What follows belongs to an exercise in optimizing a design on an open flow for small area; a production flow would make more cautious choices.
Only simulation tests tie the RTL to the original design; equivalence was not proved.
Power is estimated from default activity; no workload was simulated.

[flow/run.sh]
#!/bin/bash
# synth_recipe.tcl (not shown) runs the flow's synth.tcl, then flattens the netlist and writes it again
# the make line also repeats each setting of config.mk as NAME=value (left out here)
make -C /OpenROAD-flow-scripts/flow DESIGN_CONFIG=/design/flow/config.mk WORK_HOME=/design/flow/orfs CLKGATE_MAP_FILE= SYNTH_SCRIPT=/design/flow/synth_recipe.tcl finish
[flow/config.mk]
export PLATFORM = sky130hd
export DESIGN_NAME = cpu
export DESIGN_NICKNAME = cpu
export VERILOG_FILES = /design/flow/design.v
export SDC_FILE = /design/flow/constraint.sdc
export NUM_CORES = 4
export LEC_CHECK = 0
export ABC_AREA = 1
export CAP_MARGIN = 20
export CORE_MARGIN = 2
export CORE_UTILIZATION = 60
export SLEW_MARGIN = 20
[flow/constraint.sdc]
create_clock -name core_clock -period 9.0 [get_ports {clk}]
set_input_delay 1.8000 -clock core_clock [delete_from_list [all_inputs] [get_ports {clk}]]
set_output_delay 1.8000 -clock core_clock [all_outputs]
set_load 0.01 [all_outputs]
[flow/design.v]
module cpu(
    input clk,
    input rst_n,
    output hlt,
    output [15:0] pc,
    input [15:0] imem_data,
    output [15:0] dmem_addr,
    output [15:0] dmem_wdata,
    output dmem_we,
    output dmem_re,
    input [15:0] dmem_rdata
);
    wire rst = ~rst_n;
    reg  [15:0] pc_q;                  
    reg  [15:0] fd_i;                  
    reg  [15:0] dx_a, dx_b, dx_i;      
    reg         fl_n, fl_z, fl_v;      
    reg  [15:0] xm_alu, xm_b;          
    reg  [3:0]  xm_wr;
    reg         xm_sw, xm_lw, xm_rw, xm_hlt;
    reg  [15:0] mw_wd;                 
    reg  [3:0]  mw_wr;
    reg         mw_rw, mw_hlt;
    assign pc  = pc_q;
    assign hlt = mw_hlt;
    wire [15:0] rf_wd = mw_wd & {16{rst_n}};
    wire [15:0] rf_q [0:15];
    assign rf_q[0] = 16'h0000;
    genvar g;
    generate
        for (g = 1; g < 16; g = g + 1) begin : R
            reg [15:0] q;
            wire we = rst | (mw_rw & (mw_wr == g));
            always @(posedge clk)
                if (we) q <= rf_wd;
            assign rf_q[g] = q;
        end
    endgenerate
    wire [3:0] op_d  = fd_i[15:12];
    wire       d_lb  = op_d[3] & ~op_d[2] & op_d[1];        
    wire       d_mem = op_d[3] & ~op_d[2] & ~op_d[1];       
    wire       d_sw  = d_mem & op_d[0];
    wire [3:0] rr1_d = d_lb  ? fd_i[11:8] : fd_i[7:4];
    wire [3:0] rr2_d = d_mem ? fd_i[11:8] : fd_i[3:0];
    wire byp1 = mw_rw & (rr1_d == mw_wr);
    wire byp2 = mw_rw & (rr2_d == mw_wr);
    reg [15:0] rd1, rd2;
    integer k;
    always @* begin
        rd1 = {16{byp1}} & mw_wd;
        rd2 = {16{byp2}} & mw_wd;
        for (k = 1; k < 16; k = k + 1) begin
            rd1 = rd1 | ({16{~byp1 & (rr1_d == k)}} & rf_q[k]);
            rd2 = rd2 | ({16{~byp2 & (rr2_d == k)}} & rf_q[k]);
        end
    end
    wire        f_sub = op_d[0];
    wire [15:0] f_b   = f_sub ? ~rd2 : rd2;
    wire [15:0] f_s;
    wire [16:0] f_c;
    assign f_c[0] = f_sub;
    generate
        for (g = 0; g < 16; g = g + 1) begin : FA
            assign f_s[g]   = rd1[g] ^ f_b[g] ^ f_c[g];
            assign f_c[g+1] = (rd1[g] & f_b[g]) | (f_c[g] & (rd1[g] ^ f_b[g]));
        end
    endgenerate
    wire f_ovf  = (rd1[15] == f_b[15]) & (f_s[15] != rd1[15]);
    wire f_as   = ~op_d[3] & ~op_d[2] & ~op_d[1];           
    wire f_en   = ~op_d[3] & ~(op_d[1] & op_d[0]);
    wire f_n    = f_as & (f_ovf ? rd1[15] : f_s[15]);
    wire f_z    = ~f_ovf & ~|f_s;
    wire f_v    = f_as & f_ovf;
    reg taken;
    always @* begin
        case (fd_i[11:9])
            3'b000: taken = ~fl_z;
            3'b001: taken = fl_z;
            3'b010: taken = ~fl_z & ~fl_n;
            3'b011: taken = fl_n;
            3'b100: taken = fl_z | ~fl_n;
            3'b101: taken = fl_n | fl_z;
            3'b110: taken = fl_v;
            default: taken = 1'b1;
        endcase
    end
    wire flush = taken & op_d[3] & op_d[2] & ~op_d[1];      
    wire [3:0] op_x  = dx_i[15:12];
    wire       x_lb  = op_x[3] & ~op_x[2] & op_x[1];
    wire       x_mem = op_x[3] & ~op_x[2] & ~op_x[1];
    wire       x_sw  = x_mem & op_x[0];
    wire       x_lw  = x_mem & ~op_x[0];
    wire [3:0] wr_x  = dx_i[11:8];
    wire [3:0] rr1_x = x_lb  ? dx_i[11:8] : dx_i[7:4];
    wire [3:0] rr2_x = x_mem ? dx_i[11:8] : dx_i[3:0];
    wire       x_rw  = ~op_x[3] | x_lw | x_lb | (op_x == 4'b1110);
    wire m_fw  = xm_rw & (xm_wr != 4'd0);
    wire w_fw  = mw_rw & (mw_wr != 4'd0);
    wire fam   = m_fw & (xm_wr == rr1_x);
    wire faw   = w_fw & (mw_wr == rr1_x) & ~fam;
    wire fbm   = m_fw & (xm_wr == rr2_x);
    wire fbw   = w_fw & (mw_wr == rr2_x) & ~fbm;
    wire [15:0] a  = ({16{fam}} & xm_alu) | ({16{faw}} & mw_wd) | ({16{~fam & ~faw}} & dx_a);
    wire [15:0] br = ({16{fbm}} & xm_alu) | ({16{fbw}} & mw_wd) | ({16{~fbm & ~fbw}} & dx_b);
    wire        x_sub  = (op_x == 4'b0001);
    wire        x_nib  = ~op_x[3] & op_x[1] & op_x[0];      
    wire [15:0] ad_a   = {a[15:1], a[0] & ~op_x[3]};
    wire [15:0] ad_b0  = op_x[3] ? {{11{dx_i[3]}}, dx_i[3:0], 1'b0} : br;
    wire [15:0] ad_b   = x_sub ? ~ad_b0 : ad_b0;
    wire [15:0] ad_p   = ad_a ^ ad_b;
    wire [15:0] ad_s;
    wire [16:0] ad_c;
    wire [3:0]  nib_co;
    assign ad_c[0] = x_sub;
    generate
        for (g = 0; g < 16; g = g + 1) begin : AD
            wire co = (ad_a[g] & ad_b[g]) | (ad_c[g] & ad_p[g]);
            assign ad_s[g] = ad_p[g] ^ ad_c[g];
            if (g % 4 == 3) begin : NB
                assign nib_co[g/4] = co;
                assign ad_c[g+1] = co & ~x_nib;
            end else begin : NN
                assign ad_c[g+1] = co;
            end
        end
    endgenerate
    wire        ad_ovf = (ad_a[15] == ad_b[15]) & (ad_s[15] != ad_a[15]);
    wire [15:0] r_add  = ad_ovf ? {ad_a[15], {15{~ad_a[15]}}} : ad_s;
    wire [15:0] r_pad;
    wire [4:0]  nsum [0:3];
    generate
        for (g = 0; g < 4; g = g + 1) begin : PD
            wire ov = (ad_a[4*g+3] == ad_b[4*g+3]) & (ad_s[4*g+3] != ad_a[4*g+3]);
            assign r_pad[4*g+3:4*g] = ov ? {ad_a[4*g+3], {3{~ad_a[4*g+3]}}} : ad_s[4*g+3:4*g];
            assign nsum[g] = {ad_p[4*g+3] ^ nib_co[g], ad_s[4*g+3:4*g]};
        end
    endgenerate
    wire [5:0]  red0 = {nsum[0][4], nsum[0]} + {nsum[1][4], nsum[1]};
    wire [5:0]  red1 = {nsum[2][4], nsum[2]} + {nsum[3][4], nsum[3]};
    wire [6:0]  red  = {red0[5], red0} + {red1[5], red1};
    wire [15:0] r_red = {{9{red[6]}}, red};
    wire [3:0]  sh_n   = dx_i[3:0];
    wire        x_sll  = (op_x == 4'b0100);
    wire        x_sra  = (op_x == 4'b0101);
    wire [3:0]  rot_n  = x_sll ? (4'd0 - sh_n) : sh_n;
    wire [15:0] rot1   = rot_n[0] ? {a[0],      a[15:1]}     : a;
    wire [15:0] rot2   = rot_n[1] ? {rot1[1:0], rot1[15:2]}  : rot1;
    wire [15:0] rot4   = rot_n[2] ? {rot2[3:0], rot2[15:4]}  : rot2;
    wire [15:0] rot8   = rot_n[3] ? {rot4[7:0], rot4[15:8]}  : rot4;
    wire [15:0] therm;                        
    wire [15:0] r_sh;
    generate
        for (g = 0; g < 16; g = g + 1) begin : SH
            assign therm[g] = (sh_n <= g);
            wire keep = x_sll ? therm[g] : (x_sra ? therm[15-g] : 1'b1);
            assign r_sh[g] = keep ? rot8[g] : (x_sra & a[15]);
        end
    endgenerate
    wire s_add = (~op_x[3] & ~op_x[2] & ~op_x[1]) | x_mem;
    wire s_xor = (op_x == 4'b0010);
    wire s_red = (op_x == 4'b0011);
    wire s_sh  = ~op_x[3] & op_x[2] & ~(op_x[1] & op_x[0]);
    wire s_pad = (op_x == 4'b0111);
    wire s_llb = (op_x == 4'b1010);
    wire s_lhb = (op_x == 4'b1011);
    wire s_pcs = (op_x == 4'b1110);
    wire [15:0] alu_x =
          ({16{s_add}} & r_add)
        | ({16{s_xor}} & (a ^ br))
        | ({16{s_red}} & r_red)
        | ({16{s_sh}}  & r_sh)
        | ({16{s_pad}} & r_pad)
        | ({16{s_llb}} & {a[15:8], dx_i[7:0]})
        | ({16{s_lhb}} & {dx_i[7:0], a[7:0]})
        | ({16{s_pcs}} & a);
    wire stall = x_lw & (wr_x != 4'd0) &
                 ((wr_x == rr1_d) | ((wr_x == rr2_d) & ~d_sw));
    wire fdx = x_sw  & (fd_i[7:4] == wr_x);
    wire fdm = xm_rw & (fd_i[7:4] == xm_wr);
    wire fdw = mw_rw & (fd_i[7:4] == mw_wr);
    wire [15:0] b_tgt  = pc_q + {{6{fd_i[8]}}, fd_i[8:0], 1'b0};
    wire [15:0] tgt    = fdx ? alu_x : fdm ? xm_alu : fdw ? mw_wd :
                         (op_d[0] ? rd1 : b_tgt);
    wire        halt_f = &imem_data[15:12];
    wire [15:0] pc_p2  = {pc_q[15:1] + 15'd1, pc_q[0]};
    wire [15:0] pc_nx  = flush ? tgt : (halt_f ? pc_q : pc_p2);
    assign dmem_addr  = xm_alu;
    assign dmem_we    = xm_sw;
    assign dmem_re    = xm_lw;
    assign dmem_wdata = ((xm_wr != 4'd0) & (xm_wr == mw_wr)) ? mw_wd : xm_b;
    always @(posedge clk) begin
        if (rst) begin
            pc_q <= 16'h0000;
            fd_i <= 16'h0000;
        end else if (~stall) begin
            pc_q <= pc_nx;
            fd_i <= flush ? 16'h0000 : imem_data;
        end
    end
    always @(posedge clk) begin
        if (rst) begin
            fl_n <= 1'b0; fl_z <= 1'b0; fl_v <= 1'b0;
        end else if (f_en) begin
            fl_n <= f_n; fl_z <= f_z; fl_v <= f_v;
        end
    end
    always @(posedge clk) begin
        if (rst) begin
            dx_a <= 16'h0000; dx_b <= 16'h0000;
            dx_i <= 16'hC000;    
            xm_alu <= 16'h0000; xm_b <= 16'h0000; xm_wr <= 4'd0;
            xm_sw <= 1'b0; xm_lw <= 1'b0; xm_rw <= 1'b0; xm_hlt <= 1'b0;
            mw_wd <= 16'h0000; mw_wr <= 4'd0; mw_rw <= 1'b0; mw_hlt <= 1'b0;
        end else begin
            dx_a <= (op_d == 4'b1110) ? pc_q : rd1;
            dx_b <= rd2;
            dx_i <= fd_i;
            xm_alu <= alu_x; xm_b <= dx_b; xm_wr <= wr_x;
            xm_sw <= x_sw; xm_lw <= x_lw; xm_rw <= x_rw; xm_hlt <= (op_x == 4'b1111);
            mw_wd <= xm_lw ? dmem_rdata : xm_alu;
            mw_wr <= xm_wr; mw_rw <= xm_rw; mw_hlt <= xm_hlt;
        end
    end
endmodule
==> reports/summary.txt <==
Pre-antenna DRT Iters: 9
Clk Tree Root Cell: clkbuf_16
Final nets: 3464
H-tree levels: 2
WL/cell: 27.9 um
number of flops mapped to enable cells by yosys: 240
DRT iter0 DRCs: 4683
Die ar.: 0.0410 mm2
CTS tree: done
synth unique cells: 53
Initial Util: 60.9%
fin area: 0.0292 mm2
prevailing post-synth register cell: edfxtp_1
Crit path largest cell delay: 0.53 ns
Post-Place Worst Slack: -0.471 ns
placer congestion estimate: 1.17
via-per-instance ratio: 6.74
cells on worst reg2reg path: 49
PortBufs: 84
Syn Inst Count: 3019
height of the die: 202 um
Setup CP Type: flip-flop to flip-flop
post-placement cell area: 0.0271 mm2
initial antenna violation count: 5
post-synthesis sequential area ratio: 42.8%
Worst slew margin: 20.1%
Syn Area/Cell: 7.82 um2
total CTS buffers: 42
Period Utilization, post-route: 103%
final hold violation count: 0
Max-Cap Viols: 0
CTS Hold Bufs: 0
die width: 202 um
post-synth top area share: 30.5%
global-route wire length before repair: 157000 um
area leader, netlist: edfxtp_1
yosys warns: 1
DRC Markers: 0
Worst-Margin Slew: 1.20 ns
Max rail drop VDD: 0.224 mV
Power Dens Cells: 216 mW/mm2
CP Max Fanout: 8
final wirelength: 109000 um
status: finished with violations
Failed Checks: negative setup slack
Vias: 26400
largest net degree at the start of global routing: 84
async set-reset flop share out of synthesis: 0%
min-delay worst type: flip-flop to flip-flop
grt total ovfl: 0
post-synth net total: 3124
Synth area leaders: edfxtp_1 31%, dfxtp_1 12%, nand2_1 9.4%, inv_1 6.7%, nand3_1 6.1%
setup violators final: 23
hpwl dp: 78300 um
RSZ-0062 raised after global routing: yes
final worst-path setup slack: -0.266 ns
area grow syn2layout: 23.8%
worst path arrival time: 9.74 ns
Clock Tree Buf Depth: 3
CP dominant cell by count: fa_2
io pins: 85
Fmax achieved: 0.108 GHz
CP max stage cell: fa_1
Core Box Area: 0.0387 mm2
Leak Pwr: 0.0126 uW
Fill cells: 2877
#FFs+latches synth: 385
min cycle time layout: 9.27 ns
num rows: 72
skew final: 0.0375 ns
Critical Path RT: 9.47 ns
Clock Sinks: 385
Post-Syn Area: 0.0236 mm2
Startpoint Class: flip-flop
vias in the first global route: 25000
Post-DRT Antenna Nets: 0
CTS clock-pin slew for the worst setup and hold paths: 0.07 ns
layout cells sized above 1: 18.3%
Clock Latency Late Sink: 0.61 ns
critical path endpoint category: flip-flop
Max Transition Viols Final: 0
hold path depth: 2
gr usage total: 52.5%
layout make-up:
cell class	count	area, um2	share of cell area [%]
multi-input combinational	2066	11900	40.6
sequential	385	10100	34.7
timing repair buffer	413	3380	11.6
inverter	451	1710	5.84
clock buffer	55	1150	3.94
tap	518	648	2.22
clock inverter	21	327	1.12
antenna	3	7.51	0.0257
cell usage in the layout, fill, tap and decap left out, types with 8 or more instances in the layout:
| cell | n |
|---|---|
| a211oi_1 | 27 |
| a21oi_1 | 148 |
| a21oi_2 | 22 |
| a221oi_1 | 24 |
| a221oi_2 | 8 |
| a31oi_1 | 11 |
| buf_4 | 320 |
| clkbuf_1 | 9 |
| clkbuf_16 | 43 |
| clkdlybuf4s50_1 | 83 |
| clkinv_1 | 11 |
| dfxtp_1 | 137 |
| edfxtp_1 | 240 |
| fa_1 | 17 |
| fa_2 | 27 |
| ha_1 | 26 |
| inv_1 | 413 |
| inv_2 | 28 |
| nand2_1 | 564 |
| nand2_2 | 39 |
| nand3_1 | 277 |
| nand3_2 | 18 |
| nand3b_1 | 15 |
| nand4_1 | 57 |
| nor2_1 | 234 |
| nor2_2 | 15 |
| nor3_1 | 15 |
| o2111ai_1 | 14 |
| o211ai_1 | 25 |
| o21ai_0 | 186 |
| o21ai_1 | 28 |
| o21ai_2 | 15 |
| o22ai_1 | 117 |
| o31ai_1 | 13 |
| xnor2_1 | 13 |
| xor2_1 | 48 |
metrics by stage:
step	setup TNS, ns	hold WS [ns]	total power [uW]	utilization, %	cells
final	-3.48	0.419	6320	75.4	3912
after detailed placement	-7.77	0.421	4110	69.9	3802
after global routing	-12.07	0.432	6490	75.4	3910
after CTS	-0.871	0.426	6060	74.6	3902
after floorplan	0	0.390	3260	-	3019
after global placement	-4.31	0.413	4040	69.8	3801
worst max-delay path: cells and delay by family (launching register included):
kind / cells / cell delay, ns
adders and majority gates: 17 / 5.32
AOI/OAI and AO/OA: 3 / 0.28
and+or+nand+nor: 20 / 2.35
DFF: 1 / 0.38
buffers and inverters: 9 / 0.81
state kept, by name, indices dropped and copies added, names as in the netlist:
signal and count:
fd_i 16, xm_lw 1, xm_hlt 1, R.q 240
xm_alu 16, fl_z 1, fl_n 1, xm_b 16
fl_v 1, mw_wd 16, xm_rw 1, pc_q 16
dx_b 16, xm_sw 1, mw_wr 4, xm_wr 4
dx_a 16, dx_i 16, mw_rw 1, mw_hlt 1
routing by layer:
metal	vias up	share of wire, %	track usage [%]	routed length (um)
li1	11000	-	-	-
met1	11900	32	61.8	34700
met2	2627	40	76.3	44200
met3	849	17	20.5	18200
met4	4	11	41.9	12100
met5	-	0.024	0	26
cell usage after synthesis, types with 2 or more instances:
master,n
buf_1,9
o211ai_2,3
edfxtp_1,240
clkinv_1,7
a22o_1,2
clkbuf_1,69
o31ai_1,16
ha_1,27
nor2_4,3
buf_6,6
o211ai_1,25
buf_2,29
nor4_1,4
nor2_1,249
o21ai_2,3
o21ai_1,22
nand3b_1,15
xor2_1,49
o221ai_1,7
a211oi_1,28
fa_1,44
nor2_2,3
a21oi_1,170
inv_1,424
a31oi_2,2
a31oi_1,11
nand2_4,2
nand2_1,591
xnor2_1,13
nand3_2,11
o21ai_0,206
o2111ai_1,14
buf_4,6
nor3_1,16
nand4_1,57
dfxtp_1,145
a221oi_1,32
o22ai_1,119
or2_2,5
inv_2,20
nand3_1,289
o2bb2ai_1,2
nand2_2,14
kinds of logic after synthesis:
kind of cell | synth area share (%)
simple gates | 23.4
compound gates | 16.8
buf+inv | 9.50
flops | 42.8
fa+ha+maj | 5.16
xor+xnor | 2.30
path summary, 6_finish.rpt:
check	end	from	slack, ns
max	pc_q[13]$_SDFFE_PN0P_	dx_i[15]$_SDFF_PN1_	-0.27
min	xm_b[15]$_SDFF_PN0_	dx_b[15]$_SDFF_PN0_	0.42
max reg2reg	pc_q[13]$_SDFFE_PN0P_	dx_i[15]$_SDFF_PN1_	-0.27
min reg2reg	xm_b[15]$_SDFF_PN0_	dx_b[15]$_SDFF_PN0_	0.42
what timing repair did:
action                     CTS  global route
cloned                       3             0
setup endpoints to repair   25            27
pin swaps                   43            60
hold endpoints to repair     0             0
resized for setup           59            73
buffers inserted            22             8
report_power, final:
part / internal, uW / total, uW / switching, uW
registers: 2030 / 2180 / 148
logic: 850 / 2250 / 1400
clock network: 1110 / 1890 / 778

what the ideal ports hide:
Ports are ideal in the flow. The routed layout listed here was re-timed in OpenROAD.
Step 1 sets driving cells, clkbuf_16 on the clock port and buf_2 on the other inputs (assumed; they add their load-dependent delay and slew).
Step 2 also shifts input and output timing later by t, the mid clock arrival at the registers, as if the neighbouring blocks saw the same clock.
Slacks: ideal ports / drivers / drivers and shift; pairs: ideal ports / drivers.
shift t [ns]: 0.651
setup slack, ns: -0.266 / -0.266 / -0.266
worst hold slack (ns): 0.419 / 0.419 / 0.419
clock arrival spread, ns: 0.039 / 0.039
The setup slack of this run moves by 0.000 ns with the drivers and by 0.000 ns with both steps.
